Context: an optimization exercise on an open-source flow, tuned for small area. The choices shown serve that exercise and are no tape-out recipe. The RTL was checked by simulation tests, not by an equivalence proof against the original design. Power figures rest on the tool's default switching activity, not on a simulated workload.

==> design/flow/design.v <==
module uart_rx #(
    parameter CLOCKS_PER_PULSE = 4 ,  
              BITS_PER_WORD = 8,  
              W_OUT = 24  
) (
    input clk,rst_n,rx,
    output reg m_valid,
    output reg [W_OUT-1:0] m_data 
);
    localparam  IDLE    = 2'b00, 
                START   = 2'b01, 
                DATA    = 2'b10, 
                STOP    = 2'b11;
  	reg [1:0] state; 
    localparam NUM_WORDS = W_OUT / BITS_PER_WORD;
    reg[$clog2(CLOCKS_PER_PULSE)-1:0] c_clocks;
    reg[$clog2(BITS_PER_WORD)-1:0] c_bits;
    reg[$clog2(NUM_WORDS)-1:0] c_words;
    always @(posedge clk or negedge rst_n) begin
        if (!rst_n) begin
            {c_words,c_bits,c_clocks,m_valid,m_data} <= 1'b0;
            state <= IDLE;
        end else begin
            m_valid <= 0;
            case(state)
                IDLE: if(rx == 0)
                    state <= START;
                START: if(c_clocks == CLOCKS_PER_PULSE/2 - 1) begin
                        c_clocks <= 0;
                        state <= DATA;
                    end else begin
                        c_clocks <= c_clocks + 1;
                    end
              DATA:   if(c_clocks == CLOCKS_PER_PULSE-1)begin
                            c_clocks <= 0;
                            m_data <= {rx, m_data[W_OUT-1:1]};  
                            if(c_bits == BITS_PER_WORD-1) begin
                                c_bits <= 0;
                                state <= STOP;  
                                if(c_words == NUM_WORDS - 1) begin
                                    m_valid <= 1;  
                                    c_words <= 0;  
                                end else c_words <= c_words + 1;  
                            end else c_bits <= c_bits + 1;  
                        end else c_clocks <= c_clocks + 1;  
                STOP: if(c_clocks == CLOCKS_PER_PULSE - 1) begin
                        c_clocks <= 0;
                        state <= IDLE;  
                    end else c_clocks <= c_clocks + 1;
            endcase
        end
    end        
endmodule
module pwm_9ch #(
    parameter RESOLUTION = 16
)(
    input  wire                 clk,
    input  wire                 rst_n,
    input  wire [RESOLUTION-1:0] duty0,
    input  wire [RESOLUTION-1:0] duty1,
    input  wire [RESOLUTION-1:0] duty2,
    input  wire [RESOLUTION-1:0] duty3,
    input  wire [RESOLUTION-1:0] duty4,
    input  wire [RESOLUTION-1:0] duty5,
    input  wire [RESOLUTION-1:0] duty6,
    input  wire [RESOLUTION-1:0] duty7,
    input  wire [RESOLUTION-1:0] duty8,
    output reg  [8:0]           pwm_out
);
    reg [RESOLUTION-1:0] counter;
    always @(posedge clk or negedge rst_n) begin
        if (!rst_n)
            counter <= {RESOLUTION{1'b0}};
        else
            counter <= counter + 1;
    end
    always @(posedge clk or negedge rst_n) begin
        if (!rst_n) begin
            pwm_out <= 9'b0;
        end else begin
            pwm_out[0] <= (counter < duty0);
            pwm_out[1] <= (counter < duty1);
            pwm_out[2] <= (counter < duty2);
            pwm_out[3] <= (counter < duty3);
            pwm_out[4] <= (counter < duty4);
            pwm_out[5] <= (counter < duty5);
            pwm_out[6] <= (counter < duty6);
            pwm_out[7] <= (counter < duty7);
            pwm_out[8] <= (counter < duty8);
        end
    end
endmodule
module sev_seg_decorder(
    input [3:0] digit,
    output reg [6:0] seg
);
    always @(*)begin
        case(digit)
           4'd0: seg  = 7'b1000000;  
            4'd1: seg  = 7'b1111001;  
            4'd2: seg  = 7'b0100100;  
            4'd3: seg  = 7'b0110000;  
            4'd4: seg  = 7'b0011001;  
            4'd5: seg  = 7'b0010010;  
            4'd6: seg  = 7'b0000010;  
            4'd7: seg  = 7'b1111000;  
            4'd8: seg  = 7'b0000000;  
            4'd9: seg  = 7'b0010000;  
            4'd10: seg = 7'b0001000;  
            4'd11: seg = 7'b0000011;  
            4'd12: seg = 7'b1000110;  
            4'd13: seg = 7'b0100001;  
            4'd14: seg = 7'b0000110;  
            4'd15: seg = 7'b0001110;  
            default: seg = 7'b0111111;  
        endcase 
        end
endmodule
module uart_pwm_data_store #(
    parameter WIDTH = 16,
    parameter CHANNELS = 9
)(
    input  wire              clk,
    input  wire              rst_n,
    input  wire              rx_valid,
    input  wire [WIDTH-1:0]  rx_data,
    output reg  [3:0]        pkt_count,
    output reg [WIDTH-1:0] duty0,
    output reg [WIDTH-1:0] duty1,
    output reg [WIDTH-1:0] duty2,
    output reg [WIDTH-1:0] duty3,
    output reg [WIDTH-1:0] duty4,
    output reg [WIDTH-1:0] duty5,
    output reg [WIDTH-1:0] duty6,
    output reg [WIDTH-1:0] duty7,
    output reg [WIDTH-1:0] duty8
);
    reg [WIDTH-1:0] duty_reg [0:CHANNELS-1];
    integer k;
    always @(posedge clk or negedge rst_n) begin
        if (!rst_n) begin
            pkt_count <= 4'd0;
            for (k = 0; k < CHANNELS; k = k + 1)
                duty_reg[k] <= {WIDTH{1'b0}};
            duty0 <= 0; duty1 <= 0; duty2 <= 0;
            duty3 <= 0; duty4 <= 0; duty5 <= 0;
            duty6 <= 0; duty7 <= 0; duty8 <= 0;
        end else if (rx_valid) begin
            duty_reg[pkt_count] <= rx_data;
            duty0 <= duty_reg[0];
            duty1 <= duty_reg[1];
            duty2 <= duty_reg[2];
            duty3 <= duty_reg[3];
            duty4 <= duty_reg[4];
            duty5 <= duty_reg[5];
            duty6 <= duty_reg[6];
            duty7 <= duty_reg[7];
            duty8 <= duty_reg[8];
            if (pkt_count == CHANNELS-1)
                pkt_count <= 4'd0;
            else
                pkt_count <= pkt_count + 1;
        end
    end
endmodule
module uart_pwm_top (
    input  wire        clk,         
    input  wire        rst_n,       
    input  wire        uart_rx,     
    output wire [8:0]  pwm_out,     
    output wire [6:0] seg0,
    output wire [6:0] seg1,
    output wire [6:0] seg2,
    output wire [6:0] seg3,
    output wire [3:0] pkt_count
);
    wire        rx_valid;
    wire [15:0] rx_data;
    uart_rx #(.CLOCKS_PER_PULSE(434),  
              .BITS_PER_WORD(8), 
              .W_OUT(16) 
    ) uart_rx_inst (
        .clk(clk),
        .rst_n(rst_n),
        .rx(uart_rx),
        .m_data(rx_data),
        .m_valid(rx_valid)
    );
    wire [15:0] duty0, duty1, duty2, duty3, duty4, duty5, duty6, duty7, duty8;
    uart_pwm_data_store #(
        .WIDTH(16),
        .CHANNELS(9)
    ) data_store_inst (
        .clk(clk),
        .rst_n(rst_n),
        .rx_valid(rx_valid),
        .rx_data(rx_data),
        .pkt_count(pkt_count),
        .duty0(duty0), .duty1(duty1), .duty2(duty2),
        .duty3(duty3), .duty4(duty4), .duty5(duty5),
        .duty6(duty6), .duty7(duty7), .duty8(duty8)
    );
    pwm_9ch #(
        .RESOLUTION(16)
    ) pwm_inst (
        .clk(clk),
        .rst_n(rst_n),
        .duty0(duty0),
        .duty1(duty1),
        .duty2(duty2),
        .duty3(duty3),
        .duty4(duty4),
        .duty5(duty5),
        .duty6(duty6),
        .duty7(duty7),
        .duty8(duty8),
        .pwm_out(pwm_out)
    );
    wire [3:0] digit0 = rx_data[3:0];     
    wire [3:0] digit1 = rx_data[7:4];
    wire [3:0] digit2 = rx_data[11:8];
    wire [3:0] digit3 = rx_data[15:12];   
    sev_seg_decorder seg_inst0 (.digit(digit0), .seg(seg0));
    sev_seg_decorder seg_inst1 (.digit(digit1), .seg(seg1));
    sev_seg_decorder seg_inst2 (.digit(digit2), .seg(seg2));
    sev_seg_decorder seg_inst3 (.digit(digit3), .seg(seg3));
endmodule
==> design/flow/run.sh <==
#!/bin/bash
# synth_recipe.tcl (not shown) runs the flow's synth.tcl, then flattens the netlist and writes it again
# the make line also repeats each setting of config.mk as NAME=value (left out here)
make -C /OpenROAD-flow-scripts/flow DESIGN_CONFIG=/design/flow/config.mk WORK_HOME=/design/flow/orfs CLKGATE_MAP_FILE= SYNTH_SCRIPT=/design/flow/synth_recipe.tcl finish
==> design/flow/config.mk <==
export PLATFORM = sky130hd
export DESIGN_NAME = uart_pwm_top
export DESIGN_NICKNAME = uart_pwm_top
export VERILOG_FILES = /design/flow/design.v
export SDC_FILE = /design/flow/constraint.sdc
export NUM_CORES = 4
export LEC_CHECK = 0
export CAP_MARGIN = 20
export CORE_MARGIN = 2
export CORE_UTILIZATION = 40
export SLEW_MARGIN = 20
==> design/flow/constraint.sdc <==
create_clock -name core_clock -period 20.0 [get_ports {clk}]
set_input_delay 4.0000 -clock core_clock [delete_from_list [all_inputs] [get_ports {clk}]]
set_output_delay 4.0000 -clock core_clock [all_outputs]
set_load 0.01 [all_outputs]
==> run notes <==
==> layer usage <==
layer | up-vias | global-route usage | share of wire
li1 | 5714 | - | -
met5 | - | 0 | 0
met1 | 5863 | 0.285 | 0.48
met3 | 64 | 0.0319 | 0.045
met2 | 251 | 0.307 | 0.44
met4 | 0 | 0.0641 | 0.028
==> cells by family (layout without fill, tap and decap cells) <==
group / after synthesis / in the layout
compound gates: 371 / 371
mux: 113 / 113
fa+ha+maj: 173 / 173
flops: 349 / 349
xor+xnor: 19 / 19
simple gates: 404 / 404
buf+inv: 235 / 279
==> worst paths after layout <==
check	start	to	slack (ps)	depth (start not counted)
min in group asynchronous	rst_n	pwm_inst.pwm_out[3]$_DFF_PN0_	3400	1
min	data_store_inst.duty_reg[5][5]$_DFFE_PN0P_	data_store_inst.duty_reg[5][5]$_DFFE_PN0P_	480	2
max reg2reg	pwm_inst.counter[1]$_DFF_PN0_	pwm_inst.pwm_out[5]$_DFF_PN0_	17510	5
min reg2reg	data_store_inst.duty_reg[5][5]$_DFFE_PN0P_	data_store_inst.duty_reg[5][5]$_DFFE_PN0P_	480	2
max	uart_rx_inst.m_data[8]$_DFFE_PN0P_	seg2[1]	12930	5
max in group asynchronous	rst_n	uart_rx_inst.m_valid$_DFF_PN0_	14270	3
==> tightest hold or removal path, cell delays in order (launching register included) <==
cell,delay (ps)
dfrtp_1,340
nand2_1,50
o21ai_0,60
==> power breakdown <==
group	internal (uW)	switching (uW)
sequential	715	13.2
clock	426	279
combinational	27.5	37.9
==> layout make-up <==
cell class              instances  area share
inverters                     160      0.0308
multi-input cells            1080       0.391
flip-flops and latches        349       0.448
clock inverters                 5     0.00141
well taps                     585      0.0375
repair buffers                 54      0.0274
clock buffers                  60      0.0639
==> cell usage after synthesis (12+ instances only) <==
library cell | count | area [sq um]
clkbuf_1 | 51 | 191
mux2_2 | 84 | 946
nor2_1 | 37 | 139
nand3_1 | 12 | 60.1
nand4_1 | 35 | 219
nand2_1 | 235 | 882
a21o_1 | 56 | 420
nor3_1 | 32 | 160
o21ai_1 | 25 | 125
dfrtp_1 | 349 | 8730
nand2b_1 | 15 | 93.8
o21ai_0 | 201 | 1010
inv_1 | 156 | 586
ha_1 | 173 | 2160
buf_2 | 13 | 65.1
a21oi_1 | 49 | 245
==> metrics by stage <==
step            util  power, uW
2_1_floorplan      -        781
3_3_place_gp   0.425        805
3_5_place_dp   0.425        807
4_1_cts        0.455       1520
5_1_grt        0.455       1560
6_report       0.455       1500
==> impl_metrics.ini <==
[cts]
clk_pin_slew_ps = 60
clock_sinks = 349
cts.htree.levels = 2
cts_made_buffers = 39
cts_max_path_buffers = 3
clkLatencyLatePin_ps = 530
cts_tree = done
ctsResizeCount = 0
cts_root_buf = clkbuf_16
ctsHoldBuffers = 0
cts_setup_buffers = 0

[timing]
finalCritPeriodShare = 0.354
finalCriticalPeriod_ps = 7070
setup_violations = 0
clock_skew_ps = 11.0
worst_pin_slew_ps = 1010
slew_headroom = 0.326
slew_viol_final = 0
clock.fmax_ghz = 0.141
whs_ps = 478
grt_setup_unrepaired = false
timing.final.ws_setup_ps = 12930
finalHoldViolations = 0
fin_tns_setup_ps = 0

[critical_path]
path_max_fanout = 12
cp_slowest_cell = clkdlybuf4s50_1
cp.arrival_ps = 3070
start_kind = register
endpoint_kind = output pin
path_class = reg2out
cp.required_ps = 16000
cp_num_buf_inv = 2
slowest_delay_ps = 660
cp_cell_sequence = clkinv_1 -> ha_1 -> mux2i_1 -> o21ai_0 -> clkdlybuf4s50_1
crit_family = buffers and inverters

[place]
gp_congestion = 0.794
placement.cell_area_sq_mm = 0.0182
dpl.hpwl_um = 28600
dp_cells = 2228
port_buffers = 43
place_ws_ps = 13550

[floorplan]
start_util = 0.404
rows = 76
core-area_sq_mm = 0.0429
io_pins = 44
die_h_um = 212
die_w_um = 212
design.die.area_sq_mm = 0.0450

[final_layout]
largest_reg_flops = 144
syn2layout_area_growth_pct = 12.7
multi_input_area_sq_mm = 0.00764
fill_cells = 3992
final_cell_area_sq_mm = 0.0195
drive_gt1_frac = 0.109
final_common_cell = dfrtp_1
area.sequential_sq_mm = 0.00874
antenna_cells = 0
fin_cells = 2293
final_cell_mix = 348 x dfrtp_1, 235 x nand2_1, 201 x o21ai_0, 173 x ha_1, 156 x inv_1
nets = 1860

[synthesis]
yosys.area_share.simple = 0.106
netlist_area_sq_mm = 0.0173
synth_cells = 1664
synth_edf_count = 0
synth_top_family_by_area = adder cells
synth.net_count = 1840
synthAdderAreaFrac = 0.125
yosys_most_used_dff = dfrtp_1
yosysSeqAreaShare = 0.504
ys_warn_count = 5
ys_ff_latch = 349
ys_types = 56
synth_xor_xnor_area_share = 0.0100
syn_area_per_cell_sq_um = 10.4
synth_compound_gate_area_share = 0.123
synthArstFlopShare = 1.00
synth_mux_area_frac = 0.0774

[detailed_routing]
vias_per_cell = 5.19
wl_um = 42600
drc = 0
drt_iter0_markers = 894
detail-route-antenna-nets = 0
dr_total_vias = 11900
drt-pass1-iter-count = 5
wl_per_cell_um = 18.6

[grt]
grt_pass1_wl_um = 68300
grt_pass1_vias = 11900
grt_overflow_total = 0
grt_max_degree = 240
grt_antenna_before_repair = 0
track_usage = 0.198

[min_path]
hold_path.class = reg2reg

[job]
drv_cap = 0

[run_status]
status = timing/DRC/antenna clean

[power_and_ir_drop]
vdd_drop_max_mv = 0.0551
power_density_mw_per_mm2 = 76.8
p_leak_uw = 0.00933

==> port drivers added, routing unchanged <==
The flow's constraints put no driver on any port. The routed layout listed below was extracted and timed again, unchanged, in two steps. Step 1 (the two cells are an assumption about what drives the block):
set clk [get_ports {clk}]
set_driving_cell -lib_cell sky130_fd_sc_hd__clkbuf_16 $clk
set_driving_cell -lib_cell sky130_fd_sc_hd__buf_2 [delete_from_list [all_inputs] $clk]
Step 2 also shifts input and output timing later by t, the mid clock arrival at the registers, as if the neighbouring blocks saw the same clock. a / b / c = no drivers / after step 1 / after step 2; a / b = the first two.
t, ns: 0.581
slack for setup (ns): 12.926 / 12.870 / 13.452
pins driven straight from the clock port: 1
After both steps this run still meets setup and hold. For this run, drivers alone change the setup slack by -0.056 ns; drivers and shift together by +0.526 ns.
